From an optimization exercise on the open Yosys and OpenROAD flow, aimed at small area, a short achievable clock period and few clock cycles; shortcuts taken in it are not production practice.
The RTL was checked by simulation tests, not by an equivalence proof against the original design.
Power figures rest on the tool's default switching activity, not on a simulated workload.

<file path="flow/design.v">
module SM_MUX64 (i_D, i_A, o_Q);
  parameter W = 16;
  input  [64*W-1:0] i_D;
  input  [5:0]      i_A;
  output [W-1:0]    o_Q;
  wire [W-1:0] t [0:126];      
  genvar n;
  generate
    for (n = 0; n < 64; n = n + 1) begin : leaf
      assign t[63 + n] = i_D[W*n +: W];
    end
    for (n = 0; n < 63; n = n + 1) begin : node
      localparam integer D = (n < 1) ? 0 : (n < 3) ? 1 : (n < 7) ? 2 : (n < 15) ? 3 : (n < 31) ? 4 : 5;
      assign t[n] = i_A[5 - D] ? t[2 * n + 2] : t[2 * n + 1];
    end
  endgenerate
  assign o_Q = t[0];
endmodule
module SM_CODE_RAM (i_RSTn, i_CLK, i_WSEL, i_WDATA, i_RADDR, o_RDATA, o_WORD0, o_WORD1);
  parameter DATA_WIDTH = 20;
  input                   i_RSTn, i_CLK;
  input  [62:0]           i_WSEL;
  input  [DATA_WIDTH-1:0] i_WDATA;
  input  [5:0]            i_RADDR;
  output [DATA_WIDTH-1:0] o_RDATA;
  output [DATA_WIDTH-1:0] o_WORD0, o_WORD1;
  wire [64*DATA_WIDTH-1:0] words;
  wire [63:0]              vld;
  genvar w;
  generate
    for (w = 0; w < 63; w = w + 1) begin : g
      reg [DATA_WIDTH-1:0] q;
      reg                  v;
      always @(posedge i_CLK)
        if (i_WSEL[w])
          q <= i_WDATA;
      always @(posedge i_CLK, negedge i_RSTn)
        if (!i_RSTn)
          v <= 1'b0;
        else if (i_WSEL[w])
          v <= 1'b1;
      assign words[DATA_WIDTH*w +: DATA_WIDTH] = q;
      assign vld[w] = v;
    end
  endgenerate
  assign words[DATA_WIDTH*63 +: DATA_WIDTH] = {DATA_WIDTH{1'b0}};
  assign vld[63] = 1'b0;
  wire [DATA_WIDTH-1:0] rd;
  wire                  rv;
  SM_MUX64 #(.W(DATA_WIDTH)) RD (.i_D(words), .i_A(i_RADDR), .o_Q(rd));
  SM_MUX64 #(.W(1))          RV (.i_D(vld),   .i_A(i_RADDR), .o_Q(rv));
  assign o_RDATA = rd & {DATA_WIDTH{rv}};
  assign o_WORD0 = vld[0] ? words[0 +: DATA_WIDTH] : {DATA_WIDTH{1'b0}};
  assign o_WORD1 = vld[1] ? words[DATA_WIDTH +: DATA_WIDTH] : {DATA_WIDTH{1'b0}};
endmodule
module SM_DATA_RAM (i_RSTn, i_CLK, i_WSEL, i_WDATA, i_RADDR0, o_RDATA0, i_RADDR1, o_RDATA1);
  input         i_RSTn, i_CLK;
  input  [63:1] i_WSEL;
  input  [15:0] i_WDATA;
  input  [5:0]  i_RADDR0, i_RADDR1;
  output [15:0] o_RDATA0, o_RDATA1;
  wire [64*16-1:0] words;
  wire [63:0]      vld;
  genvar w;
  generate
    for (w = 1; w < 64; w = w + 1) begin : g
      reg [15:0] q;
      reg        v;
      always @(posedge i_CLK)
        if (i_WSEL[w])
          q <= i_WDATA;
      always @(posedge i_CLK, negedge i_RSTn)
        if (!i_RSTn)
          v <= 1'b0;
        else if (i_WSEL[w])
          v <= 1'b1;
      assign words[16*w +: 16] = q;
      assign vld[w] = v;
    end
  endgenerate
  assign words[15:0] = 16'd0;
  assign vld[0] = 1'b0;
  wire [15:0] rd0, rd1;
  wire        rv0, rv1;
  SM_MUX64 #(.W(16)) RD0 (.i_D(words), .i_A(i_RADDR0), .o_Q(rd0));
  SM_MUX64 #(.W(16)) RD1 (.i_D(words), .i_A(i_RADDR1), .o_Q(rd1));
  SM_MUX64 #(.W(1))  RV0 (.i_D(vld),   .i_A(i_RADDR0), .o_Q(rv0));
  SM_MUX64 #(.W(1))  RV1 (.i_D(vld),   .i_A(i_RADDR1), .o_Q(rv1));
  assign o_RDATA0 = rd0 & {16{rv0}};
  assign o_RDATA1 = rd1 & {16{rv1}};
endmodule
module SM_MUL (input [15:0] i_X, input [15:0] i_Y, output [31:0] o_P0, output [31:0] o_P1, output [31:0] o_P2);
  wire [16:0] yy = {i_Y, 1'b0};
  wire [16:0] x1 = {i_X[15], i_X};
  wire [16:0] x2 = {i_X, 1'b0};
  wire b2_0 = yy[2], b1_0 = yy[1], b0_0 = yy[0];
  wire one_0 = b1_0 ^ b0_0;
  wire two_0 = (b2_0 & ~b1_0 & ~b0_0) | (~b2_0 & b1_0 & b0_0);
  wire [16:0] r_0 = (({17{one_0}} & x1) | ({17{two_0}} & x2)) ^ {17{b2_0}};
  wire b2_1 = yy[4], b1_1 = yy[3], b0_1 = yy[2];
  wire one_1 = b1_1 ^ b0_1;
  wire two_1 = (b2_1 & ~b1_1 & ~b0_1) | (~b2_1 & b1_1 & b0_1);
  wire [16:0] r_1 = (({17{one_1}} & x1) | ({17{two_1}} & x2)) ^ {17{b2_1}};
  wire b2_2 = yy[6], b1_2 = yy[5], b0_2 = yy[4];
  wire one_2 = b1_2 ^ b0_2;
  wire two_2 = (b2_2 & ~b1_2 & ~b0_2) | (~b2_2 & b1_2 & b0_2);
  wire [16:0] r_2 = (({17{one_2}} & x1) | ({17{two_2}} & x2)) ^ {17{b2_2}};
  wire b2_3 = yy[8], b1_3 = yy[7], b0_3 = yy[6];
  wire one_3 = b1_3 ^ b0_3;
  wire two_3 = (b2_3 & ~b1_3 & ~b0_3) | (~b2_3 & b1_3 & b0_3);
  wire [16:0] r_3 = (({17{one_3}} & x1) | ({17{two_3}} & x2)) ^ {17{b2_3}};
  wire b2_4 = yy[10], b1_4 = yy[9], b0_4 = yy[8];
  wire one_4 = b1_4 ^ b0_4;
  wire two_4 = (b2_4 & ~b1_4 & ~b0_4) | (~b2_4 & b1_4 & b0_4);
  wire [16:0] r_4 = (({17{one_4}} & x1) | ({17{two_4}} & x2)) ^ {17{b2_4}};
  wire b2_5 = yy[12], b1_5 = yy[11], b0_5 = yy[10];
  wire one_5 = b1_5 ^ b0_5;
  wire two_5 = (b2_5 & ~b1_5 & ~b0_5) | (~b2_5 & b1_5 & b0_5);
  wire [16:0] r_5 = (({17{one_5}} & x1) | ({17{two_5}} & x2)) ^ {17{b2_5}};
  wire b2_6 = yy[14], b1_6 = yy[13], b0_6 = yy[12];
  wire one_6 = b1_6 ^ b0_6;
  wire two_6 = (b2_6 & ~b1_6 & ~b0_6) | (~b2_6 & b1_6 & b0_6);
  wire [16:0] r_6 = (({17{one_6}} & x1) | ({17{two_6}} & x2)) ^ {17{b2_6}};
  wire b2_7 = yy[16], b1_7 = yy[15], b0_7 = yy[14];
  wire one_7 = b1_7 ^ b0_7;
  wire two_7 = (b2_7 & ~b1_7 & ~b0_7) | (~b2_7 & b1_7 & b0_7);
  wire [16:0] r_7 = (({17{one_7}} & x1) | ({17{two_7}} & x2)) ^ {17{b2_7}};
  wire t1 = r_0[10] ^ r_1[8];
  wire t2 = r_0[10] & r_1[8];
  wire t3 = r_0[11] ^ r_1[9];
  wire t4 = r_0[11] & r_1[9];
  wire t5 = r_0[12] ^ r_1[10] ^ r_2[8];
  wire t6 = (r_0[12] & r_1[10]) | (r_0[12] & r_2[8]) | (r_1[10] & r_2[8]);
  wire t7 = r_3[6] ^ r_4[4];
  wire t8 = r_3[6] & r_4[4];
  wire t9 = r_0[13] ^ r_1[11] ^ r_2[9];
  wire t10 = (r_0[13] & r_1[11]) | (r_0[13] & r_2[9]) | (r_1[11] & r_2[9]);
  wire t11 = r_3[7] ^ r_4[5];
  wire t12 = r_3[7] & r_4[5];
  wire t13 = r_0[14] ^ r_1[12] ^ r_2[10];
  wire t14 = (r_0[14] & r_1[12]) | (r_0[14] & r_2[10]) | (r_1[12] & r_2[10]);
  wire t15 = r_3[8] ^ r_4[6] ^ r_5[4];
  wire t16 = (r_3[8] & r_4[6]) | (r_3[8] & r_5[4]) | (r_4[6] & r_5[4]);
  wire t17 = r_6[2] ^ r_7[0];
  wire t18 = r_6[2] & r_7[0];
  wire t19 = r_0[15] ^ r_1[13] ^ r_2[11];
  wire t20 = (r_0[15] & r_1[13]) | (r_0[15] & r_2[11]) | (r_1[13] & r_2[11]);
  wire t21 = r_3[9] ^ r_4[7] ^ r_5[5];
  wire t22 = (r_3[9] & r_4[7]) | (r_3[9] & r_5[5]) | (r_4[7] & r_5[5]);
  wire t23 = r_6[3] ^ r_7[1];
  wire t24 = r_6[3] & r_7[1];
  wire t25 = ~r_0[16] ^ r_1[14] ^ r_2[12];
  wire t26 = (~r_0[16] & r_1[14]) | (~r_0[16] & r_2[12]) | (r_1[14] & r_2[12]);
  wire t27 = r_3[10] ^ r_4[8] ^ r_5[6];
  wire t28 = (r_3[10] & r_4[8]) | (r_3[10] & r_5[6]) | (r_4[8] & r_5[6]);
  wire t29 = r_6[4] ^ r_7[2] ^ 1'b1;
  wire t30 = (r_6[4] & r_7[2]) | (r_6[4] & 1'b1) | (r_7[2] & 1'b1);
  wire t31 = r_1[15] ^ r_2[13] ^ r_3[11];
  wire t32 = (r_1[15] & r_2[13]) | (r_1[15] & r_3[11]) | (r_2[13] & r_3[11]);
  wire t33 = r_4[9] ^ r_5[7] ^ r_6[5];
  wire t34 = (r_4[9] & r_5[7]) | (r_4[9] & r_6[5]) | (r_5[7] & r_6[5]);
  wire t35 = r_7[3] ^ 1'b1;
  wire t36 = r_7[3] & 1'b1;
  wire t37 = ~r_1[16] ^ r_2[14] ^ r_3[12];
  wire t38 = (~r_1[16] & r_2[14]) | (~r_1[16] & r_3[12]) | (r_2[14] & r_3[12]);
  wire t39 = r_4[10] ^ r_5[8] ^ r_6[6];
  wire t40 = (r_4[10] & r_5[8]) | (r_4[10] & r_6[6]) | (r_5[8] & r_6[6]);
  wire t41 = r_2[15] ^ r_3[13] ^ r_4[11];
  wire t42 = (r_2[15] & r_3[13]) | (r_2[15] & r_4[11]) | (r_3[13] & r_4[11]);
  wire t43 = r_5[9] ^ r_6[7];
  wire t44 = r_5[9] & r_6[7];
  wire t45 = ~r_2[16] ^ r_3[14] ^ r_4[12];
  wire t46 = (~r_2[16] & r_3[14]) | (~r_2[16] & r_4[12]) | (r_3[14] & r_4[12]);
  wire t47 = r_3[15] ^ r_4[13];
  wire t48 = r_3[15] & r_4[13];
  wire t49 = r_0[6] ^ r_1[4];
  wire t50 = r_0[6] & r_1[4];
  wire t51 = r_0[7] ^ r_1[5];
  wire t52 = r_0[7] & r_1[5];
  wire t53 = r_0[8] ^ r_1[6] ^ r_2[4];
  wire t54 = (r_0[8] & r_1[6]) | (r_0[8] & r_2[4]) | (r_1[6] & r_2[4]);
  wire t55 = r_3[2] ^ r_4[0];
  wire t56 = r_3[2] & r_4[0];
  wire t57 = r_0[9] ^ r_1[7] ^ r_2[5];
  wire t58 = (r_0[9] & r_1[7]) | (r_0[9] & r_2[5]) | (r_1[7] & r_2[5]);
  wire t59 = r_3[3] ^ r_4[1];
  wire t60 = r_3[3] & r_4[1];
  wire t61 = r_2[6] ^ r_3[4] ^ r_4[2];
  wire t62 = (r_2[6] & r_3[4]) | (r_2[6] & r_4[2]) | (r_3[4] & r_4[2]);
  wire t63 = r_5[0] ^ b2_5 ^ t1;
  wire t64 = (r_5[0] & b2_5) | (r_5[0] & t1) | (b2_5 & t1);
  wire t65 = r_2[7] ^ r_3[5] ^ r_4[3];
  wire t66 = (r_2[7] & r_3[5]) | (r_2[7] & r_4[3]) | (r_3[5] & r_4[3]);
  wire t67 = r_5[1] ^ t3 ^ t2;
  wire t68 = (r_5[1] & t3) | (r_5[1] & t2) | (t3 & t2);
  wire t69 = r_5[2] ^ r_6[0] ^ b2_6;
  wire t70 = (r_5[2] & r_6[0]) | (r_5[2] & b2_6) | (r_6[0] & b2_6);
  wire t71 = t5 ^ t7 ^ t4;
  wire t72 = (t5 & t7) | (t5 & t4) | (t7 & t4);
  wire t73 = r_5[3] ^ r_6[1] ^ t9;
  wire t74 = (r_5[3] & r_6[1]) | (r_5[3] & t9) | (r_6[1] & t9);
  wire t75 = t11 ^ t6 ^ t8;
  wire t76 = (t11 & t6) | (t11 & t8) | (t6 & t8);
  wire t77 = b2_7 ^ t13 ^ t15;
  wire t78 = (b2_7 & t13) | (b2_7 & t15) | (t13 & t15);
  wire t79 = t17 ^ t10 ^ t12;
  wire t80 = (t17 & t10) | (t17 & t12) | (t10 & t12);
  wire t81 = t19 ^ t21 ^ t23;
  wire t82 = (t19 & t21) | (t19 & t23) | (t21 & t23);
  wire t83 = t14 ^ t16 ^ t18;
  wire t84 = (t14 & t16) | (t14 & t18) | (t16 & t18);
  wire t85 = t25 ^ t27 ^ t29;
  wire t86 = (t25 & t27) | (t25 & t29) | (t27 & t29);
  wire t87 = t20 ^ t22 ^ t24;
  wire t88 = (t20 & t22) | (t20 & t24) | (t22 & t24);
  wire t89 = t31 ^ t33 ^ t35;
  wire t90 = (t31 & t33) | (t31 & t35) | (t33 & t35);
  wire t91 = t26 ^ t28 ^ t30;
  wire t92 = (t26 & t28) | (t26 & t30) | (t28 & t30);
  wire t93 = r_7[4] ^ t37 ^ t39;
  wire t94 = (r_7[4] & t37) | (r_7[4] & t39) | (t37 & t39);
  wire t95 = t32 ^ t34 ^ t36;
  wire t96 = (t32 & t34) | (t32 & t36) | (t34 & t36);
  wire t97 = r_7[5] ^ 1'b1 ^ t41;
  wire t98 = (r_7[5] & 1'b1) | (r_7[5] & t41) | (1'b1 & t41);
  wire t99 = t43 ^ t38 ^ t40;
  wire t100 = (t43 & t38) | (t43 & t40) | (t38 & t40);
  wire t101 = r_5[10] ^ r_6[8] ^ r_7[6];
  wire t102 = (r_5[10] & r_6[8]) | (r_5[10] & r_7[6]) | (r_6[8] & r_7[6]);
  wire t103 = t45 ^ t42 ^ t44;
  wire t104 = (t45 & t42) | (t45 & t44) | (t42 & t44);
  wire t105 = r_5[11] ^ r_6[9] ^ r_7[7];
  wire t106 = (r_5[11] & r_6[9]) | (r_5[11] & r_7[7]) | (r_6[9] & r_7[7]);
  wire t107 = 1'b1 ^ t47 ^ t46;
  wire t108 = (1'b1 & t47) | (1'b1 & t46) | (t47 & t46);
  wire t109 = ~r_3[16] ^ r_4[14] ^ r_5[12];
  wire t110 = (~r_3[16] & r_4[14]) | (~r_3[16] & r_5[12]) | (r_4[14] & r_5[12]);
  wire t111 = r_6[10] ^ r_7[8] ^ t48;
  wire t112 = (r_6[10] & r_7[8]) | (r_6[10] & t48) | (r_7[8] & t48);
  wire t113 = r_4[15] ^ r_5[13] ^ r_6[11];
  wire t114 = (r_4[15] & r_5[13]) | (r_4[15] & r_6[11]) | (r_5[13] & r_6[11]);
  wire t115 = r_7[9] ^ 1'b1;
  wire t116 = r_7[9] & 1'b1;
  wire t117 = ~r_4[16] ^ r_5[14] ^ r_6[12];
  wire t118 = (~r_4[16] & r_5[14]) | (~r_4[16] & r_6[12]) | (r_5[14] & r_6[12]);
  wire t119 = r_5[15] ^ r_6[13];
  wire t120 = r_5[15] & r_6[13];
  wire t121 = r_0[4] ^ r_1[2];
  wire t122 = r_0[4] & r_1[2];
  wire t123 = r_0[5] ^ r_1[3];
  wire t124 = r_0[5] & r_1[3];
  wire t125 = r_2[2] ^ r_3[0] ^ b2_3;
  wire t126 = (r_2[2] & r_3[0]) | (r_2[2] & b2_3) | (r_3[0] & b2_3);
  wire t127 = r_2[3] ^ r_3[1] ^ t51;
  wire t128 = (r_2[3] & r_3[1]) | (r_2[3] & t51) | (r_3[1] & t51);
  wire t129 = b2_4 ^ t53 ^ t55;
  wire t130 = (b2_4 & t53) | (b2_4 & t55) | (t53 & t55);
  wire t131 = t57 ^ t59 ^ t54;
  wire t132 = (t57 & t59) | (t57 & t54) | (t59 & t54);
  wire t133 = t61 ^ t63 ^ t58;
  wire t134 = (t61 & t63) | (t61 & t58) | (t63 & t58);
  wire t135 = t65 ^ t67 ^ t62;
  wire t136 = (t65 & t67) | (t65 & t62) | (t67 & t62);
  wire t137 = t69 ^ t71 ^ t66;
  wire t138 = (t69 & t71) | (t69 & t66) | (t71 & t66);
  wire t139 = t73 ^ t75 ^ t70;
  wire t140 = (t73 & t75) | (t73 & t70) | (t75 & t70);
  wire t141 = t77 ^ t79 ^ t74;
  wire t142 = (t77 & t79) | (t77 & t74) | (t79 & t74);
  wire t143 = t81 ^ t83 ^ t78;
  wire t144 = (t81 & t83) | (t81 & t78) | (t83 & t78);
  wire t145 = t85 ^ t87 ^ t82;
  wire t146 = (t85 & t87) | (t85 & t82) | (t87 & t82);
  wire t147 = t89 ^ t91 ^ t86;
  wire t148 = (t89 & t91) | (t89 & t86) | (t91 & t86);
  wire t149 = t93 ^ t95 ^ t90;
  wire t150 = (t93 & t95) | (t93 & t90) | (t95 & t90);
  wire t151 = t97 ^ t99 ^ t94;
  wire t152 = (t97 & t99) | (t97 & t94) | (t99 & t94);
  wire t153 = t101 ^ t103 ^ t98;
  wire t154 = (t101 & t103) | (t101 & t98) | (t103 & t98);
  wire t155 = t105 ^ t107 ^ t102;
  wire t156 = (t105 & t107) | (t105 & t102) | (t107 & t102);
  wire t157 = t109 ^ t111 ^ t106;
  wire t158 = (t109 & t111) | (t109 & t106) | (t111 & t106);
  wire t159 = t113 ^ t115 ^ t110;
  wire t160 = (t113 & t115) | (t113 & t110) | (t115 & t110);
  wire t161 = r_7[10] ^ t117 ^ t114;
  wire t162 = (r_7[10] & t117) | (r_7[10] & t114) | (t117 & t114);
  wire t163 = r_7[11] ^ 1'b1 ^ t119;
  wire t164 = (r_7[11] & 1'b1) | (r_7[11] & t119) | (1'b1 & t119);
  wire t165 = ~r_5[16] ^ r_6[14] ^ r_7[12];
  wire t166 = (~r_5[16] & r_6[14]) | (~r_5[16] & r_7[12]) | (r_6[14] & r_7[12]);
  wire t167 = r_6[15] ^ r_7[13];
  wire t168 = r_6[15] & r_7[13];
  assign o_P0 = {1'b1, ~r_7[16], r_7[15], ~r_6[16], 1'b1, t120, t118, t116, t112, t108, t104, t100, t96, t92, t88, t84, t80, t76, t72, t68, t64, t60, t56, t52, t50, t49, r_2[1], r_2[0], r_0[3], r_0[2], r_0[1], r_0[0]};
  assign o_P1 = {1'b0, 1'b0, 1'b1, r_7[14], t167, t165, t163, t161, t159, t157, t155, t153, t151, t149, t147, t145, t143, t141, t139, t137, t135, t133, t131, t129, t127, t125, t123, b2_2, r_1[1], r_1[0], 1'b0, b2_0};
  assign o_P2 = {1'b0, 1'b0, 1'b0, t168, t166, t164, t162, t160, t158, t156, t154, t152, t150, t148, t146, t144, t142, t140, t138, t136, t134, t132, t130, t128, t126, t124, t122, t121, 1'b0, b2_1, 1'b0, 1'b0};
endmodule
module SM_CORE (
    input             i_RSTn, i_CLK, i_WE,
    input      [6:0]  i_ADDRESS,
    input      [20:0] i_DATA,
    output            o_RDY, o_ERROR,
    output     [15:0] o_RESULT,
    output     [62:0] o_CODE_WSEL,
    output     [19:0] o_CODE_WDATA,
    output     [5:0]  o_CODE_RADDR,
    input      [19:0] i_CODE_RDATA,
    input      [19:0] i_CODE_WORD0,
    input      [19:0] i_CODE_WORD1,
    output     [63:1] o_DATA_WSEL,
    output     [15:0] o_DATA_WDATA,
    output     [5:0]  o_DATA_RADDR0,
    output     [5:0]  o_DATA_RADDR1,
    input      [15:0] i_DATA_RDATA0,
    input      [15:0] i_DATA_RDATA1
);
  function [19:0] encode(input [20:0] d);
    reg [1:0] cls;
    begin
      cls = (d[20:18] == 3'd1) ? 2'b01 : (d[20:18] == 3'd2) ? 2'b10 :
            (d[20:18] == 3'd3) ? 2'b11 : 2'b00;
      encode = {cls, (cls == 2'b00) ? {5'd0, d[20:18] == 3'd7} : d[17:12], d[11:0]};
    end
  endfunction
  reg         we_r;
  reg  [6:0]  ad_r;
  reg  [20:0] dt_r;
  reg         ldw;             
  always @(posedge i_CLK, negedge i_RSTn)
    if (!i_RSTn) begin
      we_r <= 1'b0;
      ldw  <= 1'b0;
    end else begin
      we_r <= i_WE;
      ldw  <= i_WE & i_ADDRESS[6];
    end
  reg  [7:0]  eh_r;            
  always @(posedge i_CLK) begin
    ad_r <= i_ADDRESS;
    dt_r <= i_DATA;
    eh_r <= encode(i_DATA) >> 12;
  end
  reg  [7:0]  pd_lo, pd_hc, pd_hd;
  always @(posedge i_CLK)
    pd_lo <= 8'd1 << i_ADDRESS[2:0];
  always @(posedge i_CLK, negedge i_RSTn)
    if (!i_RSTn) begin
      pd_hc <= 8'd0;
      pd_hd <= 8'd0;
    end else begin
      pd_hc <= (i_WE && !i_ADDRESS[6]) ? 8'd1 << i_ADDRESS[5:3] : 8'd0;
      pd_hd <= (i_WE &&  i_ADDRESS[6]) ? 8'd1 << i_ADDRESS[5:3] : 8'd0;
    end
  wire [19:0] enc_r = {eh_r, dt_r[11:0]};
  wire        cw    = we_r & ~ad_r[6];
  genvar gw;
  generate
    for (gw = 0; gw < 63; gw = gw + 1) begin : gcw
      assign o_CODE_WSEL[gw] = pd_hc[gw / 8] & pd_lo[gw % 8];
    end
  endgenerate
  assign o_CODE_WDATA = enc_r;
  reg         run_r;           
  reg  [5:0]  pc;
  reg  [19:0] ir;
  reg         fin, rdy;
  reg  [15:0] acc;
  wire [15:0] acc_n;           
  reg         ovf;
  reg         xlive, xalu, xmul, xadd, xsub, xwen;
  reg  [15:0] xa, xb;
  reg  [5:0]  xc;
  reg         ov_v, m_v, m_wen, as_ovf;
  reg  [31:0] m_p0, m_p1, m_p2;
  reg  [5:0]  m_c;
  reg         wv;
  reg  [5:0]  wc;
  reg  [15:0] wd;
  reg  [7:0]  w_hi, w_lo;      
  reg         x2w;
  reg  [15:0] x2d;             
  wire        cyc1  = we_r & ~i_WE;        
  wire        r_act = run_r | cyc1;
  wire [1:0]  rcls  = ir[19:18];
  wire [5:0]  ra    = ir[17:12];
  wire [5:0]  rb    = ir[11:6];
  wire [5:0]  rc    = ir[5:0];
  wire        r_end = (rcls == 2'b00) & ra[0];
  wire        r_free = (rcls == 2'b00) | (ra != 6'd0 && rb != 6'd0);
  wire        r_rdc  = (rcls != 2'b00) & (ra == m_c || rb == m_c);
  wire        stall  = (xlive & xmul & ~r_free) | (m_v & m_wen & r_rdc);
  wire        issue = r_act & ~stall & ~r_end;
  wire        issue_run = run_r & ~stall & ~r_end;    
  assign o_CODE_RADDR  = pc;
  assign o_DATA_RADDR0 = ra;
  assign o_DATA_RADDR1 = rb;
  wire [15:0] op_a = (ldw && ad_r[5:0] == ra) ? dt_r[15:0] : (x2w && !m_v && m_c == ra) ? x2d :
                     (wv && wc == ra) ? wd : i_DATA_RDATA0;
  wire [15:0] op_b = (ldw && ad_r[5:0] == rb) ? dt_r[15:0] : (x2w && !m_v && m_c == rb) ? x2d :
                     (wv && wc == rb) ? wd : i_DATA_RDATA1;
  wire [19:0] fetched = {i_CODE_RDATA[19:13], i_CODE_RDATA[12] | (pc == 6'd63), i_CODE_RDATA[11:0]};
  wire [19:0] word0_n = (cw && ad_r[5:0] == 6'd0) ? enc_r : i_CODE_WORD0;
  wire [19:0] word1_n = (cw && ad_r[5:0] == 6'd1) ? enc_r : i_CODE_WORD1;
  always @(posedge i_CLK) begin
    if (i_WE)
      ir <= (!i_ADDRESS[6] && i_ADDRESS[5:0] == 6'd0) ? encode(i_DATA) : word0_n;
    else if (we_r)
      ir <= word1_n;
    else if (issue_run)
      ir <= fetched;
  end
  always @(posedge i_CLK) begin
    if (we_r)
      pc <= 6'd2;
    else if (issue_run)
      pc <= pc + 6'd1;
  end
  always @(posedge i_CLK, negedge i_RSTn) begin
    if (!i_RSTn) begin
      run_r <= 1'b0;
      fin   <= 1'b0;
      rdy   <= 1'b0;
      xlive <= 1'b0;
      x2w   <= 1'b0;
    end else begin
      x2w   <= xlive & xwen;
      run_r <= r_act & ~r_end;
      fin   <= r_act & r_end & xlive & xalu;
      rdy   <= fin | (r_act & r_end & ~(xlive & xalu));
      xlive <= issue;
    end
  end
  always @(posedge i_CLK) begin
    xalu   <= rcls != 2'b00;
    xmul   <= rcls == 2'b11;
    xadd   <= rcls == 2'b01;
    xsub   <= rcls == 2'b10;
    xwen   <= rc != 6'd0;
    xa     <= (ra == 6'd0) ? acc_n : op_a;
    xb     <= (rb == 6'd0) ? acc_n : op_b;
    xc     <= rc;
  end
  wire signed [15:0] x = xa;
  wire signed [15:0] y = xb;
  wire signed [16:0] sum  = x + y;
  wire signed [16:0] diff = x - y;
  wire [31:0] p0, p1, p2;
  SM_MUL MUL (.i_X(x), .i_Y(y), .o_P0(p0), .o_P1(p1), .o_P2(p2));
  wire x_as = xlive & xalu & ~xmul;
  wire [31:0] q0  = m_p0 ^ m_p1 ^ m_p2;
  wire [31:0] q1  = {(m_p0[30:0] & m_p1[30:0]) | (m_p0[30:0] & m_p2[30:0]) | (m_p1[30:0] & m_p2[30:0]), 1'b0};
  wire [15:0] plo = q0[15:0] + q1[15:0];
  wire        c15 = plo[15] ^ q0[15] ^ q1[15];
  wire [16:0] ha = q0[31:15], hb = q1[31:15];
  wire [16:0] zc = (ha ^ hb) ^ {ha[15:0] | hb[15:0], c15};
  wire [16:0] oc = ~(ha ^ hb) ^ {ha[15:0] & hb[15:0], c15};
  wire        mul_ok = ~(|zc) | ~(|oc);
  assign acc_n = x_as ? (xadd ? sum[15:0] : diff[15:0]) : m_v ? plo : acc;
  wire ovf_n = we_r ? 1'b0 : ov_v ? (ovf | as_ovf | ~mul_ok) : ovf;
  reg  [15:0] res_q;
  reg         err_q;
  always @(posedge i_CLK) begin
    res_q <= acc_n;
    err_q <= ovf_n;
  end
  always @(posedge i_CLK, negedge i_RSTn) begin
    if (!i_RSTn) begin
      acc  <= 16'd0;
      ovf  <= 1'b0;
      ov_v <= 1'b0;
      m_v  <= 1'b0;
    end else begin
      acc <= acc_n;
      ovf <= ovf_n;
      ov_v <= xlive & xalu;
      m_v  <= xlive & xmul;
    end
  end
  always @(posedge i_CLK) begin
    m_p0   <= p0;
    m_p1   <= p1;
    m_p2   <= p2;
    as_ovf <= (sum[16] != sum[15]) | (diff[16] != diff[15]);
    m_wen  <= xwen;
    m_c    <= xc;
    x2d    <= acc_n;
  end
  wire        w_new = x2w;
  wire        w_com = wv & ~ldw;
  wire [7:0]  w_hc  = w_hi & {8{w_com}};
  generate
    for (gw = 1; gw < 64; gw = gw + 1) begin : gdw
      assign o_DATA_WSEL[gw] = (pd_hd[gw / 8] & pd_lo[gw % 8]) | (w_hc[gw / 8] & w_lo[gw % 8]);
    end
  endgenerate
  assign o_DATA_WDATA = ldw ? dt_r[15:0] : wd;
  always @(posedge i_CLK, negedge i_RSTn) begin
    if (!i_RSTn)
      wv <= 1'b0;
    else if (w_new)
      wv <= 1'b1;
    else if (!(ldw && ad_r[5:0] != wc))
      wv <= 1'b0;
  end
  always @(posedge i_CLK)
    if (w_new) begin
      wc   <= m_c;
      w_hi <= 8'd1 << m_c[5:3];
      w_lo <= 8'd1 << m_c[2:0];
      wd   <= m_v ? plo : x2d;
    end
  assign o_RDY    = rdy;
  assign o_ERROR  = err_q;
  assign o_RESULT = res_q;
endmodule
module SM_TOP (
    input         i_CLK,
    input         i_RSTn,
    input         i_WE,
    input  [6:0]  i_ADDRESS,
    input  [20:0] i_DATA,
    output        o_RDY,
    output        o_ERROR,
    output [15:0] o_RESULT
);
  wire [62:0] code_wsel;
  wire [5:0]  code_raddr;
  wire [19:0] code_wdata, code_rdata, code_word0, code_word1;
  wire [63:1] data_wsel;
  wire [5:0]  data_raddr0, data_raddr1;
  wire [15:0] data_wdata, data_rdata0, data_rdata1;
  SM_CORE CORE (
    .i_RSTn(i_RSTn), .i_CLK(i_CLK), .i_WE(i_WE), .i_ADDRESS(i_ADDRESS), .i_DATA(i_DATA),
    .o_RDY(o_RDY), .o_ERROR(o_ERROR), .o_RESULT(o_RESULT),
    .o_CODE_WSEL(code_wsel), .o_CODE_WDATA(code_wdata),
    .o_CODE_RADDR(code_raddr), .i_CODE_RDATA(code_rdata), .i_CODE_WORD0(code_word0), .i_CODE_WORD1(code_word1),
    .o_DATA_WSEL(data_wsel), .o_DATA_WDATA(data_wdata),
    .o_DATA_RADDR0(data_raddr0), .o_DATA_RADDR1(data_raddr1),
    .i_DATA_RDATA0(data_rdata0), .i_DATA_RDATA1(data_rdata1)
  );
  SM_CODE_RAM CODE_RAM (
    .i_RSTn(i_RSTn), .i_CLK(i_CLK), .i_WSEL(code_wsel), .i_WDATA(code_wdata),
    .i_RADDR(code_raddr), .o_RDATA(code_rdata), .o_WORD0(code_word0), .o_WORD1(code_word1)
  );
  SM_DATA_RAM DATA_RAM (
    .i_RSTn(i_RSTn), .i_CLK(i_CLK), .i_WSEL(data_wsel), .i_WDATA(data_wdata),
    .i_RADDR0(data_raddr0), .o_RDATA0(data_rdata0), .i_RADDR1(data_raddr1), .o_RDATA1(data_rdata1)
  );
endmodule
</file>
<file path="flow/flow/run.sh">
#!/bin/bash
export SETUP_SLACK_MARGIN=6.8
export CTS_ARGS="-sink_clustering_enable -repair_clock_nets -sink_clustering_size 30 -sink_clustering_max_diameter 80 -dont_use_dummy_load"
bash standard.sh > standard.log 2>&1
</file>
<file path="flow/standard.sh">
#!/bin/bash
# synth_recipe.tcl (not shown) runs the flow's synth.tcl, then flattens the netlist and writes it again
# the make line also repeats each setting of config.mk as NAME=value (left out here)
make -C /OpenROAD-flow-scripts/flow DESIGN_CONFIG=/design/flow/config.mk WORK_HOME=/design/flow/orfs CLKGATE_MAP_FILE= SYNTH_SCRIPT=/design/flow/synth_recipe.tcl "${@:-finish}"
</file>
<file path="flow/config.mk">
export PLATFORM = sky130hd
export DESIGN_NAME = SM_TOP
export DESIGN_NICKNAME = SM_TOP
export VERILOG_FILES = /design/flow/design.v
export SDC_FILE = /design/flow/constraint.sdc
export NUM_CORES = 4
export LEC_CHECK = 0
export CAP_MARGIN = 20
export CORE_MARGIN = 2
export CORE_UTILIZATION = 60
export CTS_CLUSTER_DIAMETER = 80
export CTS_CLUSTER_SIZE = 30
export PLACE_DENSITY = 0.68
export SLEW_MARGIN = 20
</file>
<file path="flow/constraint.sdc">
create_clock -name core_clock -period 10.0 [get_ports {i_CLK}]
set_input_delay 2.0000 -clock core_clock [delete_from_list [all_inputs] [get_ports {i_CLK}]]
set_output_delay 2.0000 -clock core_clock [all_outputs]
set_load 0.01 [all_outputs]
</file>
==> results by group, run 1 <==
Worst hold path
  • Hold EP: CORE.m_c[4]
  • Hold Crit Start: CORE.xc[4]
  • Hold path depth: 0
  • Hold Path Class: register to register

Place
  • Post-DP HPWL: 211700 µm
  • PortBufs: 48
  • Dpl cell area: 0.1254 mm²
  • Post-placement cell count: 9469
  • GP Congestion: 0.9793

Drt
  • ANT nets after route: 0
  • DRT Pass-1 Iters: 8
  • Final WL: 366300 µm
  • WL/cell: 37.20 µm
  • Vias: 71612
  • DR iter-0 viols: 11017
  • Via density: 7.273
  • Drt drc: 0

Timing
  • FMAX: 291.8 MHz
  • Final Skew: 70.21 ps
  • Slew @ Worst Pin: 1205 ps
  • Slew HR: 19.65%
  • Minimum clock period after layout: 3427 ps
  • Setup TNS: 0 ps
  • Finish-stage setup viols: 0
  • Fin. Hold Viols: 0
  • Fin crit share: 34.27%
  • Unrepaired setup endpoints after global routing: true
  • Slew Limit Fails: 0

Setup path
  • FF-to-FF End: CORE.xb[7]
  • Crit path max-delay family: flip-flops
  • Critical path peak fanout: 1
  • CP startpoint kind: register
  • Max incr delay on CP: 440 ps
  • Critical path required time: 8000 ps
  • FF-to-FF Start: CORE.ir[6]
  • Critical path arrival: 1430 ps
  • Critical path's slowest cell: dfrtp_1
  • Kind of critical path: register to output pin
  • R2R depth: 10
  • Critical path buffer and inverter count: 1
  • Crit-path cells: buf_2
  • Reg2Reg Setup Slack: 6660 ps
  • CP Capture Type: output pin

Yosys
  • Netlist cell types: 80
  • Number of synthesized flops with an enable pin: 2326
  • Cells after synthesis: 7023
  • Syn_area_per_cell: 17.33 µm²
  • #FFs+latches synth: 2691
  • YS warnings: 6
  • Post-synth top flop: edfxtp_1
  • Mapped Area: 0.1217 mm²
  • Post-synth ARST share: 6.280%
  • Mapped Nets: 7242
  • Sequential fraction of the synthesis area: 64.07%

Finish
  • Footprint of the multi-input gates: 0.04207 mm²
  • Final instance area: 0.1341 mm²
  • Reg area: 0.07816 mm²
  • Fin util: 66.43%
  • Commonest non-fill, non-tap cell in the layout: edfxtp_1
  • Share of layout cells above drive strength 1: 29.86%
  • Area delta synth->final: 10.17%
  • Final std cells w/o fill: 9846
  • Fillers: 13504
  • Commonest cells after routing, fill and taps aside: edfxtp_1 (2326), mux4_2 (997), nand2_1 (375), buf_4 (334), a21oi_1 (293)
  • NumNets Final: 7385

Die
  • Num rows: 165
  • Die Y: 454.4 µm
  • Core ar.: 0.2019 mm²
  • DIE WIDTH: 454.4 µm
  • IO Count: 49
  • Initial Util: 60.29%
  • Total die area: 0.2065 mm²

Pwr
  • Total chip power: 0.03529 W
  • PD cells: 263.1 mW/mm²
  • Leak pwr: 43.09 nW
  • Maximum VDD drop: 0.2121 mV

Run
  • Max cap viols: 0

Global route
  • GRT Total Usage: 35.39%
  • Largest net degree at the start of global routing: 70
  • Number of global-route vias before repair: 69108
  • Initial antenna violation count: 28
  • Wire length of the first global-routing pass: 512400 µm
  • Overflow after GRT: 0

Clock tree
  • TritonCTS buffer count: 133
  • Clock latency (worst-skew pair): 850 ps
  • Reg clk slew, reported paths: 110 ps
  • CTS sink count: 2691
  • Longest Clk Path Bufs: 3
  • CTS tree: done
  • CTS root buffer: clkbuf_16
  • CTS HTree Levels: 4

Outcome
  • Run status: no timing/DRC/antenna violations
==> area by class of cell <==
type,count,area share (%)
flip-flops and latches,2691,58.28
multi-input cells,3660,31.36
repair buffers,544,4.955
well taps,2672,2.493
clock buffers,133,2.481
inverters,136,0.4123
diodes,10,0.01866
==> synth_stat cells, types with 12 or more instances <==
library cell,instances,area (µm²)
ha_1,102,1276
nor3_1,33,165.2
mux2i_1,104,1041
a211oi_1,35,262.8
o21a_1,12,90.09
buf_2,103,515.5
a22o_1,101,884.6
o21ai_0,189,945.9
buf_1,80,300.3
and3_1,19,118.9
nand2_1,383,1438
o22ai_1,59,369.1
clkbuf_1,317,1190
dfrtp_1,169,4229
a21oi_1,303,1516
o211ai_1,53,397.9
fa_1,86,1722
buf_4,28,210.2
nand2b_1,26,162.7
and2_1,92,575.6
nor2b_1,36,225.2
edfxtp_1,2326,69850
a22oi_1,90,675.7
nand4_1,18,112.6
a31oi_1,21,131.4
nand3_1,107,535.5
or2_2,132,825.8
xor2_1,65,569.3
maj3_1,27,270.3
a21o_1,20,150.1
or3_1,38,237.7
nor2_1,187,701.9
a221oi_1,55,481.7
mux4_2,997,22450
xnor2_1,51,446.7
mux2_2,81,912.1
dfxtp_1,196,3924
o2111ai_1,18,157.7
inv_1,130,488.0
==> cell families (layout without fill, tap and decap cells) <==
family                     Yosys count  in the layout  share of synthesized area [%]
adders and majority gates          215            215                          2.685
AOI/OAI and AO/OA                 1033           1033                          5.565
buffers and inverters              675            813                          2.341
DFF                               2691           2691                          64.07
and+or+nand+nor                   1111           1114                          4.452
xor gates and xnor gates           116            116                         0.8346
other                                0             10                              0
muxes                             1182           1182                          20.05
==> registers in the layout (all words and copies together) (netlist names), 20 cells and up <==
| name | cells |
|---|---|
| CORE.m_p1 | 28 |
| CORE.m_p2 | 26 |
| CODE_RAM.g.q | 1260 |
| CORE.m_p0 | 30 |
| DATA_RAM.g.q | 1008 |
| DATA_RAM.g.v | 63 |
| CODE_RAM.g.v | 63 |
| CORE.ir | 20 |
==> power breakdown <==
group	switching [W]	total (W)	internal, W
sequential	0.000744	0.0146	0.0139
combinational	0.00861	0.0149	0.00634
clock	0.00335	0.00573	0.00238
total	0.0127	0.0353	0.0226
==> how the worst max path moves through the flow <==
| stage | slack [ps] | cells past startpoint | from | to |
|---|---|---|---|---|
| after floorplan | 6810 | 8 | i_ADDRESS[3] | CORE.ir[10] |
| after global placement | 5170 | 10 | CORE.ir[6] | CORE.xb[8] |
| after detailed placement | 5180 | 9 | CORE.pc[1] | CORE.ir[12] |
| after CTS | 6530 | 1 | CORE.rdy | o_RDY |
| after global routing | 6550 | 1 | CORE.rdy | o_RDY |
| final | 6570 | 1 | CORE.rdy | o_RDY |
==> repair_timing <==
item                       in CTS  in global routing
setup endpoints to repair     220                176
resized for setup             456                173
hold buffers                    0                  0
pin swaps                      22                 59
buffers inserted               90                 79
cloned                         46                 19
==> per-layer routing <==
layer	part of all wire, %	vias to the layer above	GRT usage [%]	wire [µm]
met1	36	37454	49.39	132700
met2	46	4786	54.20	170300
met3	11	903	6.836	40850
met5	0.027	-	0	99
li1	-	28453	-	-
met4	6.1	16	17.70	22300
==> stage by stage <==
step | worst slack, ps | hold slack, ps
detailed placement | 5180 | 315.7
finish | 6573 | 332.2
global placement | 5175 | 315.2
floorplan | 6807 | 309.6
global route | 6551 | 345.2
CTS | 6527 | 333.8
Testbench counts, summed over its fixed seeds: cycles 26,698.
==> run 2, diff against run 1 <==
==> flow/flow/run.sh (replaced) <==
#!/bin/bash
export SETUP_SLACK_MARGIN=6.8
export CTS_ARGS="-sink_clustering_enable -repair_clock_nets -sink_clustering_size 30 -sink_clustering_max_diameter 80 -dont_use_dummy_load"
bash standard.sh MATCH_CELL_FOOTPRINT=0 finish > standard.log 2>&1
==> results by group, run 2 <==
Clock tree
  • CTS root buffer: clkbuf_16
  • CTS tree: done
  • Hold-fix buffers, CTS: 0
  • Clock latency (worst-skew pair): 840 ps
  • Longest Clk Path Bufs: 3
  • CTS sink count: 2691
  • CTS HTree Levels: 4
  • TritonCTS buffer count: 136
  • Reg clk slew, reported paths: 90 ps

Setup path
  • Crit path from: CORE.x2d[15]
  • Critical path's slowest cell: dfxtp_4
  • FF-to-FF End: CORE.xb[0]
  • R2R depth: 13
  • FF-to-FF Start: CORE.ir[6]
  • Kind of critical path: register to output pin
  • Reg2Reg Setup Slack: 6680 ps
  • Crit path max-delay family: flip-flops
  • WP depth: 1
  • Crit path capture: o_RESULT[15]
  • Max incr delay on CP: 430 ps
  • Critical path peak fanout: 2
  • Critical path buffer and inverter count: 1
  • CP startpoint kind: register
  • Critical path required time: 8000 ps
  • Critical path arrival: 1390 ps
  • CP Capture Type: output pin
  • Crit-path cells: buf_6

Yosys
  • Cells after synthesis: 7023
  • Post-synth ARST share: 6.280%
  • Largest family of logic cells by synthesized area: multiplexers
  • Area contributors post-synth: edfxtp_1 (57%), mux4_2 (18%), dfrtp_1 (3.5%)
  • Top post-synthesis cells by count: edfxtp_1 (2326), mux4_2 (997), nand2_1 (383)
  • Number of synthesized flops with an enable pin: 2326
  • Mux contribution to synthesized area: 20.05%
  • #FFs+latches synth: 2691
  • Netlist cell types: 80
  • Most common cell in the netlist: edfxtp_1
  • Mapped Area: 0.1217 mm²
  • Post-synth top area cell: edfxtp_1
  • Post-synth top flop: edfxtp_1
  • XOR/XNOR Fraction of Synth Area: 0.8346%
  • YS warnings: 6
  • Synth Area in Simple Gates: 4.452%
  • Mapped Nets: 7242
  • Sequential fraction of the synthesis area: 64.07%
  • Synth Area in Adders: 2.685%
  • Compound-Gate Fraction of Synth Area: 5.565%
  • Syn_area_per_cell: 17.33 µm²
  • Top cell type's share of synthesized area: 57.38%

Die
  • DIE WIDTH: 454.4 µm
  • Total die area: 0.2065 mm²
  • IO Count: 49
  • Core ar.: 0.2019 mm²
  • Die Y: 454.4 µm
  • Num rows: 165
  • Initial Util: 60.29%

Drt
  • Vias: 71971
  • ANT nets after route: 0
  • Final WL: 374600 µm
  • Drt drc: 0
  • WL/cell: 37.87 µm
  • Via density: 7.275
  • DRT Pass-1 Iters: 9
  • DR iter-0 viols: 11782

Finish
  • NumNets Final: 7435
  • Share of layout cells above drive strength 1: 30.33%
  • Top Registers: CODE_RAM.g.q (1260), DATA_RAM.g.q (1008)
  • Commonest cells after routing, fill and taps aside: edfxtp_1 (2326), mux4_2 (997), nand2_1 (373), buf_4 (368), a21oi_1 (291)
  • Largest Register: CODE_RAM.g.q
  • Area delta synth->final: 10.39%
  • Max reg flops: 1260
  • Commonest non-fill, non-tap cell in the layout: edfxtp_1

Timing
  • Final Skew: 67.78 ps
  • Slew @ Worst Pin: 1134 ps
  • Finish-stage setup viols: 0
  • FMAX: 294.9 MHz
  • Fin. Hold Viols: 0
  • Setup TNS: 0 ps
  • Slew HR: 24.04%
  • Unrepaired setup endpoints after global routing: true
  • Slew Limit Fails: 0
  • Fin crit share: 33.91%
  • Minimum clock period after layout: 3391 ps

Global route
  • GR Util met1: 49.71%
  • Overflow after GRT: 0
  • Wire length of the first global-routing pass: 519400 µm
  • Largest net degree at the start of global routing: 69
  • GRT Total Usage: 36.10%
  • GRT busiest layer: met2
  • Initial antenna violation count: 24
  • Number of global-route vias before repair: 69039
  • Met3 GRT Util: 7.578%
  • Met2 GRT Util: 55.21%

Pwr
  • PD cells: 264.4 mW/mm²
  • Maximum VDD drop: 0.2318 mV
  • Leak pwr: 43.18 nW
  • Total chip power: 0.03552 W

Run
  • Max cap viols: 0

Place
  • Post-DP HPWL: 216000 µm
  • GP Congestion: 0.9755
  • PortBufs: 48

Outcome
  • Run status: no timing/DRC/antenna violations

Worst hold path
  • Hold Path Class: register to register
## run 2: cell counts after synthesis
Identical to the previous run, type by type.
## run 2: report_power, final
part / internal (W) / leakage (nW) / switching (W)
sequential: 0.0139 / 24.1 / 0.000718
clock: 0.00244 / 1.68 / 0.00339
combinational: 0.00632 / 17.4 / 0.00880
## run 2: stage by stage
step | instances | setup WS, ps | hold slack (ps) | instance area (µm²) | utilization (%)
6_report | 9893 | 6609 | 332.9 | 134400 | 66.56
5_1_grt | 9890 | 6586 | 348.1 | 134400 | 66.55
4_1_cts | 9780 | 6571 | 332.9 | 132500 | 65.61
3_5_place_dp | 9460 | 5259 | 312.1 | 125400 | 62.11
3_3_place_gp | 9459 | 5006 | 312.7 | 125400 | 62.09
2_1_floorplan | 7023 | 6841 | 309.6 | 121800 | -
## run 2: timing repair
| item | in CTS | in global routing |
|---|---|---|
| setup endpoints to repair | 158 | 103 |
| resized for setup | 447 | 185 |
| cloned | 42 | 24 |
| pin swaps | 28 | 59 |
| buffers inserted | 142 | 82 |
## run 2: cell families (layout without fill, tap and decap cells)
family,Yosys count,after routing
AO/OA/AOI/OAI,1033,1034
other,0,7
buffers and inverters,675,862
flip-flops,2691,2691
multiplexers,1182,1182
XOR/XNOR,116,116
AND/OR/NAND/NOR,1111,1114
adder cells (fa/ha/maj),215,215
## run 2: worst register-to-register path: cells and delay by family (launching register included)
kind                   cells  cell delay (ps)
AO/OA/AOI/OAI              5             1030
multiplexers               1              500
flip-flops                 1              490
buffers and inverters      5              900
AND/OR/NAND/NOR            2              240
## run 2: layout make-up
type	count	area [µm²]
Sequential cell	2691	78150
Fill cell	13456	67530
Multi-Input combinational cell	3661	42110
Timing Repair Buffer	590	6787
Clock buffer	136	3403
Tap cell	2672	3343
Inverter	136	566.8
Antenna cell	7	17.52
## run 2: per-layer routing
metal	wire length [µm]	share of wire, %
met5	61	0.016
met4	24550	6.6
met3	43090	12
met2	173400	46
met1	133500	36
## run 2: worst min path at each step
stage	slack (ps)	depth (start not counted)	endpoint	from
6_report	330	0	CORE.m_c[4]	CORE.xc[4]
5_1_grt	350	0	CORE.m_c[5]	CORE.xc[5]
4_1_cts	330	0	CORE.m_c[4]	CORE.xc[4]
3_5_place_dp	310	0	CORE.m_c[2]	CORE.xc[2]
3_3_place_gp	310	0	CORE.m_c[4]	CORE.xc[4]
2_1_floorplan	310	0	CORE.m_c[0]	CORE.xc[0]
==> run 3, diff against run 2 <==
--- a/flow/config.mk
+++ b/flow/config.mk
@@ -6,4 +6,5 @@
 export NUM_CORES = 4
 export LEC_CHECK = 0
+export ABC_AREA = 1
 export CAP_MARGIN = 20
 export CORE_MARGIN = 2
==> results by group, run 3 <==
Place
  • PortBufs: 48
  • Post-placement cell count: 14403
  • Dpl cell area: 0.1279 mm²
  • Post-DP HPWL: 241600 µm
  • GP Congestion: 0.9623

Setup path
  • Kind of critical path: register to output pin
  • Critical path arrival: 1360 ps
  • WP depth: 1
  • Reg2Reg Setup Slack: 6680 ps
  • Critical path peak fanout: 2
  • Crit-path cells: buf_6
  • R2R depth: 20
  • CP Capture Type: output pin
  • FF-to-FF Start: CORE.ir[12]
  • Critical path's slowest cell: dfxtp_4
  • Crit path max-delay family: flip-flops
  • FF-to-FF End: CORE.xa[13]
  • Max incr delay on CP: 410 ps
  • Critical path required time: 8000 ps
  • CP startpoint kind: register
  • Critical path buffer and inverter count: 1

Die
  • IO Count: 49
  • DIE WIDTH: 459.8 µm
  • Die Y: 459.8 µm
  • Num rows: 167
  • Total die area: 0.2114 mm²
  • Initial Util: 60.27%
  • Core ar.: 0.2069 mm²

Drt
  • WL/cell: 30.23 µm
  • Vias: 99157
  • DRT Pass-1 Iters: 7
  • ANT nets after route: 0
  • Final WL: 446700 µm
  • Drt drc: 0
  • Via density: 6.710
  • DR iter-0 viols: 16751

Finish
  • Area delta synth->final: 9.327%
  • Share of layout cells above drive strength 1: 8.555%
  • Fillers: 15575
  • Final instance area: 0.1363 mm²
  • Top Registers: CODE_RAM.g.q (1260), DATA_RAM.g.q (1008)
  • Commonest cells after routing, fill and taps aside: nand2_1 (3003), edfxtp_1 (2326), nand3_1 (1088), inv_1 (926), nor2_1 (754)
  • NumNets Final: 12284
  • Largest Register: CODE_RAM.g.q
  • Footprint of the multi-input gates: 0.04047 mm²
  • Reg area: 0.07811 mm²
  • Commonest non-fill, non-tap cell in the layout: nand2_1
  • Final std cells w/o fill: 14778
  • Max reg flops: 1260

Yosys
  • Synth Area in Simple Gates: 17.65%
  • Most common cell in the netlist: nand2_1
  • Number of synthesized flops with an enable pin: 2326
  • Post-synth ARST share: 6.280%
  • Synth Area in Adders: 2.405%
  • Area contributors post-synth: edfxtp_1 (56%), nand2_1 (9.2%), nand3_1 (4.4%)
  • Syn_area_per_cell: 10.23 µm²
  • Largest family of logic cells by synthesized area: simple AND/OR/NAND/NOR gates
  • Post-synth top flop: edfxtp_1
  • #FFs+latches synth: 2691
  • Netlist cell types: 54
  • Post-synth top area cell: edfxtp_1
  • XOR/XNOR Fraction of Synth Area: 1.089%
  • Top post-synthesis cells by count: nand2_1 (3046), edfxtp_1 (2326), nand3_1 (1098)
  • Mapped Area: 0.1247 mm²
  • YS warnings: 6
  • Mapped Nets: 12402
  • Cells after synthesis: 12183
  • Top cell type's share of synthesized area: 56.03%
  • Sequential fraction of the synthesis area: 62.57%
  • Compound-Gate Fraction of Synth Area: 10.36%
  • Mux contribution to synthesized area: 0%

Global route
  • Wire length of the first global-routing pass: 622500 µm
  • GRT Total Usage: 40.44%
  • Overflow after GRT: 0
  • Largest net degree at the start of global routing: 139
  • Initial antenna violation count: 14
  • Number of global-route vias before repair: 92319

Timing
  • Setup TNS: 0 ps
  • Slew @ Worst Pin: 1172 ps
  • Fin crit share: 33.59%
  • Slew HR: 21.81%
  • Final Skew: 90.41 ps
  • FMAX: 297.7 MHz
  • Unrepaired setup endpoints after global routing: true
  • Slew Limit Fails: 0
  • Finish-stage setup viols: 0
  • Fin. Hold Viols: 0
  • Minimum clock period after layout: 3359 ps

Outcome
  • Run status: no timing/DRC/antenna violations

Worst hold path
  • Hold Crit Start: CORE.xc[5]
  • Hold EP: CORE.m_c[5]
  • Hold path depth: 0
  • Hold Path Class: register to register

Clock tree
  • TritonCTS buffer count: 134
  • Longest Clk Path Bufs: 3
  • Clock latency (worst-skew pair): 870 ps
  • Reg clk slew, reported paths: 120 ps
  • CTS HTree Levels: 4
  • CTS tree: done
  • CTS root buffer: clkbuf_16
  • CTS sink count: 2691

Pwr
  • Total chip power: 0.04240 W
  • PD cells: 311.1 mW/mm²
  • Leak pwr: 50.46 nW
  • Maximum VDD drop: 0.2227 mV

Run
  • Max cap viols: 0
==> run 3: cell count changes after synthesis, moves of 425 or more <==
cell	change
o21ai_0	+464
nor2_1	+579
inv_1	+840
o211ai_1	+425
mux4_2	-997
nand3_1	+991
nand2_1	+2663
==> run 3: how the worst max path moves through the flow <==
stage | start | to | slack [ps]
3_3_place_gp | CORE.pc[0] | CORE.ir[8] | 4960
2_1_floorplan | CORE.ldw | DATA_RAM.g[10].q[13] | 6090
6_report | CORE.x2d[13] | o_RESULT[13] | 6640
3_5_place_dp | CORE.pc[0] | CORE.ir[7] | 4910
4_1_cts | CORE.rdy | o_RDY | 6600
5_1_grt | CORE.rdy | o_RDY | 6600
==> run 3: layout make-up <==
class | instances | share of cell area, %
antenna | 11 | 0.02020
clock buffer | 134 | 2.460
inverter | 1004 | 2.947
multi-input combinational | 7712 | 29.69
sequential | 2691 | 57.31
tap | 2704 | 2.482
timing repair buffer | 516 | 5.046
timing repair inverter | 6 | 0.04315
==> run 3: report_power, final <==
part / switching (W) / internal (W)
logic: 0.0151 / 0.00652
registers: 0.000747 / 0.0141
clock network: 0.00345 / 0.00240
total: 0.0193 / 0.0231
==> run 3: layer usage <==
layer  up-vias  share of wire [%]  track usage (%)
li1      41899                  -                -
met1     47586                 34            52.25
met2      7916                 44            61.16
met3      1746                 14            10.03
met4        10                7.8            26.24
met5         -              0.036          0.06889
==> run 3: through the flow <==
stage	hold WS (ps)	util (%)	setup slack [ps]
after floorplan	309.6	-	6094
after CTS	335.9	64.82	6599
after global placement	314.7	61.73	4958
final	336.6	65.89	6641
after global routing	341.8	65.88	6600
after detailed placement	312.8	61.82	4914
==> run 3: cells by family (layout without fill, tap and decap cells) <==
kind of cell,Yosys count,count (layout)
buf+inv,1785,1660
fa+ha+maj,188,188
other cells,0,11
flops,2691,2691
simple gates,5262,5267
compound gates,2102,2102
xor+xnor,155,155
==> run 3: repair_timing <==
item | 4_1_cts | 5_1_grt
pin swaps | 25 | 13
setup endpoints to repair | 489 | 139
cloned | 33 | 41
setup buffers | 90 | 59
hold buffers | 0 | 0
resized for setup | 437 | 191
==> run 4, diff against run 3 <==
==> flow/flow/run.sh (replaced) <==
#!/bin/bash
export SETUP_SLACK_MARGIN=6.62
export CTS_ARGS="-sink_clustering_enable -repair_clock_nets -sink_clustering_size 30 -sink_clustering_max_diameter 80 -dont_use_dummy_load"
bash standard.sh MATCH_CELL_FOOTPRINT=0 finish > standard.log 2>&1
--- a/flow/config.mk
+++ b/flow/config.mk
@@ -6,5 +6,4 @@
 export NUM_CORES = 4
 export LEC_CHECK = 0
-export ABC_AREA = 1
 export CAP_MARGIN = 20
 export CORE_MARGIN = 2
==> results by group, run 4 <==
Outcome
  • Run status: no timing/DRC/antenna violations

Timing
  • Fin. Hold Viols: 0
  • Unrepaired setup endpoints after global routing: true
  • Final Skew: 84.95 ps
  • FMAX: 287.8 MHz
  • Slew HR: 23.08%
  • Fin crit share: 34.75%
  • Finish-stage setup viols: 0
  • Slew Limit Fails: 0
  • Slew @ Worst Pin: 1151 ps
  • Minimum clock period after layout: 3475 ps
  • Setup TNS: 0 ps

Clock tree
  • Hold-fix buffers, CTS: 0
  • CTS root buffer: clkbuf_16
  • CTS sink count: 2691
  • Longest Clk Path Bufs: 3
  • Reg clk slew, reported paths: 90 ps
  • TritonCTS buffer count: 132
  • CTS tree: done
  • CTS HTree Levels: 4
  • Clock latency (worst-skew pair): 850 ps

Global route
  • Number of global-route vias before repair: 68701
  • GRT Total Usage: 35.19%
  • Largest net degree at the start of global routing: 84
  • Overflow after GRT: 0
  • Wire length of the first global-routing pass: 510100 µm
  • Initial antenna violation count: 21

Finish
  • NumNets Final: 7246
  • Area delta synth->final: 8.044%
  • Share of layout cells above drive strength 1: 27.63%
  • Commonest non-fill, non-tap cell in the layout: edfxtp_1
  • Max reg flops: 1260
  • Largest Register: CODE_RAM.g.q
  • Top Registers: CODE_RAM.g.q (1260), DATA_RAM.g.q (1008)
  • Fin util: 65.14%
  • Commonest cells after routing, fill and taps aside: edfxtp_1 (2326), mux4_2 (997), nand2_1 (378), a21oi_1 (297), buf_4 (248)

Yosys
  • Post-synth ARST share: 6.280%
  • Most common cell in the netlist: edfxtp_1
  • Netlist cell types: 80
  • Post-synth top flop: edfxtp_1
  • Syn_area_per_cell: 17.33 µm²
  • Mapped Nets: 7242
  • YS warnings: 6
  • Mapped Area: 0.1217 mm²
  • Sequential fraction of the synthesis area: 64.07%
  • Post-synth top area cell: edfxtp_1
  • Area contributors post-synth: edfxtp_1 (57%), mux4_2 (18%), dfrtp_1 (3.5%)
  • Top post-synthesis cells by count: edfxtp_1 (2326), mux4_2 (997), nand2_1 (383)
  • Cells after synthesis: 7023
  • #FFs+latches synth: 2691
  • Top cell type's share of synthesized area: 57.38%
  • Number of synthesized flops with an enable pin: 2326

Pwr
  • Leak pwr: 41.84 nW
  • Maximum VDD drop: 0.2256 mV
  • Total chip power: 0.03450 W
  • PD cells: 262.3 mW/mm²

Drt
  • DR iter-0 viols: 11307
  • Vias: 70637
  • Via density: 7.278
  • ANT nets after route: 0
  • Final WL: 362100 µm
  • Drt drc: 0
  • DRT Pass-1 Iters: 8
  • WL/cell: 37.31 µm

Setup path
  • Critical path arrival: 3980 ps
  • Crit path from: i_ADDRESS[4]
  • Kind of critical path: primary input to register
  • FF-to-FF End: CORE.xb[9]
  • Reg2Reg Setup Slack: 6540 ps
  • CP Capture Type: register
  • FF-to-FF Start: CORE.ir[11]
  • Critical path required time: 10510 ps
  • Critical path peak fanout: 40
  • CP startpoint kind: primary input
  • Crit path capture: CORE.ir[12]
  • R2R depth: 9

Die
  • DIE WIDTH: 454.4 µm
  • Num rows: 165
  • Total die area: 0.2065 mm²
  • Die Y: 454.4 µm
  • IO Count: 49
  • Initial Util: 60.29%
  • Core ar.: 0.2019 mm²

Place
  • GP Congestion: 0.9601
  • PortBufs: 48
  • Post-DP HPWL: 209700 µm

Run
  • Max cap viols: 0

Worst hold path
  • Hold Path Class: register to register
run 4: what timing repair did:
item | CTS | global route
setup endpoints to repair | 195 | 104
cloned | 30 | 15
gates resized for setup | 340 | 85
buffers inserted | 63 | 24
pin swaps | 9 | 14
run 4: stage by stage:
stage,instance area (µm²),hold WS (ps),cells,worst slack [ps]
2_1_floorplan,121700,309.6,7023,6532
3_3_place_gp,125200,311.3,9433,5244
3_5_place_dp,125200,313.5,9433,5186
4_1_cts,130600,316.5,9658,6494
5_1_grt,131500,320.1,9701,6486
6_report,131500,318.9,9706,6525
run 4: worst min path at each step:
stage,startpoint,endpoint,slack [ps],cells after the start
after floorplan,CORE.xc[0],CORE.m_c[0],310,0
after global placement,CORE.xc[1],CORE.m_c[1],310,0
after detailed placement,CORE.xc[4],CORE.m_c[4],310,0
after CTS,CORE.xc[1],CORE.m_c[1],320,0
after global routing,CORE.xc[1],CORE.m_c[1],320,0
final,CORE.xc[1],CORE.m_c[1],320,0
run 4: where the power goes:
group / internal [W] / leakage [nW] / switching, W
Combinational: 0.00581 / 16.1 / 0.00835
Clock: 0.00237 / 1.63 / 0.00337
Sequential: 0.0139 / 24.1 / 0.000743
Total: 0.0220 / 41.8 / 0.0125
run 4: cell families after synthesis:
family / count (synthesis) / share of synthesized area, %
flip-flops: 2691 / 64.07
buffers and inverters: 675 / 2.341
XOR/XNOR: 116 / 0.8346
adder cells (fa/ha/maj): 215 / 2.685
multiplexers: 1182 / 20.05
AND/OR/NAND/NOR: 1111 / 4.452
AO/OA/AOI/OAI: 1033 / 5.565
run 4: final cells by class:
| type | count | area (µm²) |
|---|---|---|
| antenna | 9 | 22.52 |
| clock buffer | 132 | 3303 |
| fill | 13644 | 70380 |
| inverter | 136 | 564.3 |
| multi-input combinational | 3659 | 41470 |
| sequential | 2691 | 78150 |
| tap | 2672 | 3343 |
| timing repair buffer | 407 | 4668 |
run 4: critical path: stages:
cell             delay, ps
clkdlybuf4s50_1        620
nor4_1                 350
and2_1                 190
buf_6                  310
a21oi_1                110
a21oi_2                240
a21oi_1                130
run 4: metal layers:
| layer | track usage (%) | part of all wire (%) | up-vias |
|---|---|---|---|
| li1 | - | - | 28149 |
| met1 | 49.66 | 37 | 36972 |
| met2 | 54.03 | 47 | 4628 |
| met3 | 6.062 | 11 | 882 |
| met4 | 17.24 | 6.0 | 6 |
| met5 | 0 | 0.011 | - |

## what the ideal ports hide
No port has a modelled driver above. Below, the same layouts with a new extraction and two added sets of constraints.
Step 1 sets driving cells, clkbuf_16 on the clock port and buf_2 on the other inputs (assumed; they add their load-dependent delay and slew).
Step 2 times the ports against the registers' clock, not the clock port: input delays grow and output delays shrink by t, the midpoint of the rising clock arrivals with the driver on.
a / b / c = ideal ports / drivers / drivers and shift; a / b = the first two.
| run | t, ns | slack for setup (ns) | worst setup path after step 2 |
|---|---|---|---|
| run 1 | 0.903 | 6.573 / 6.480 / 5.874 | input to register |
| run 2 | 0.907 | 6.609 / 6.513 / 5.989 | input to register |
| run 3 | 0.921 | 6.641 / 6.542 / 6.036 | input to register |
| run 4 | 0.901 | 6.525 / 6.498 / 5.597 | input to register |
After both steps every run listed still meets setup and hold. The setup slack of run 4, which loses most, moves by -0.027 ns with the drivers and by -0.928 ns with both steps.
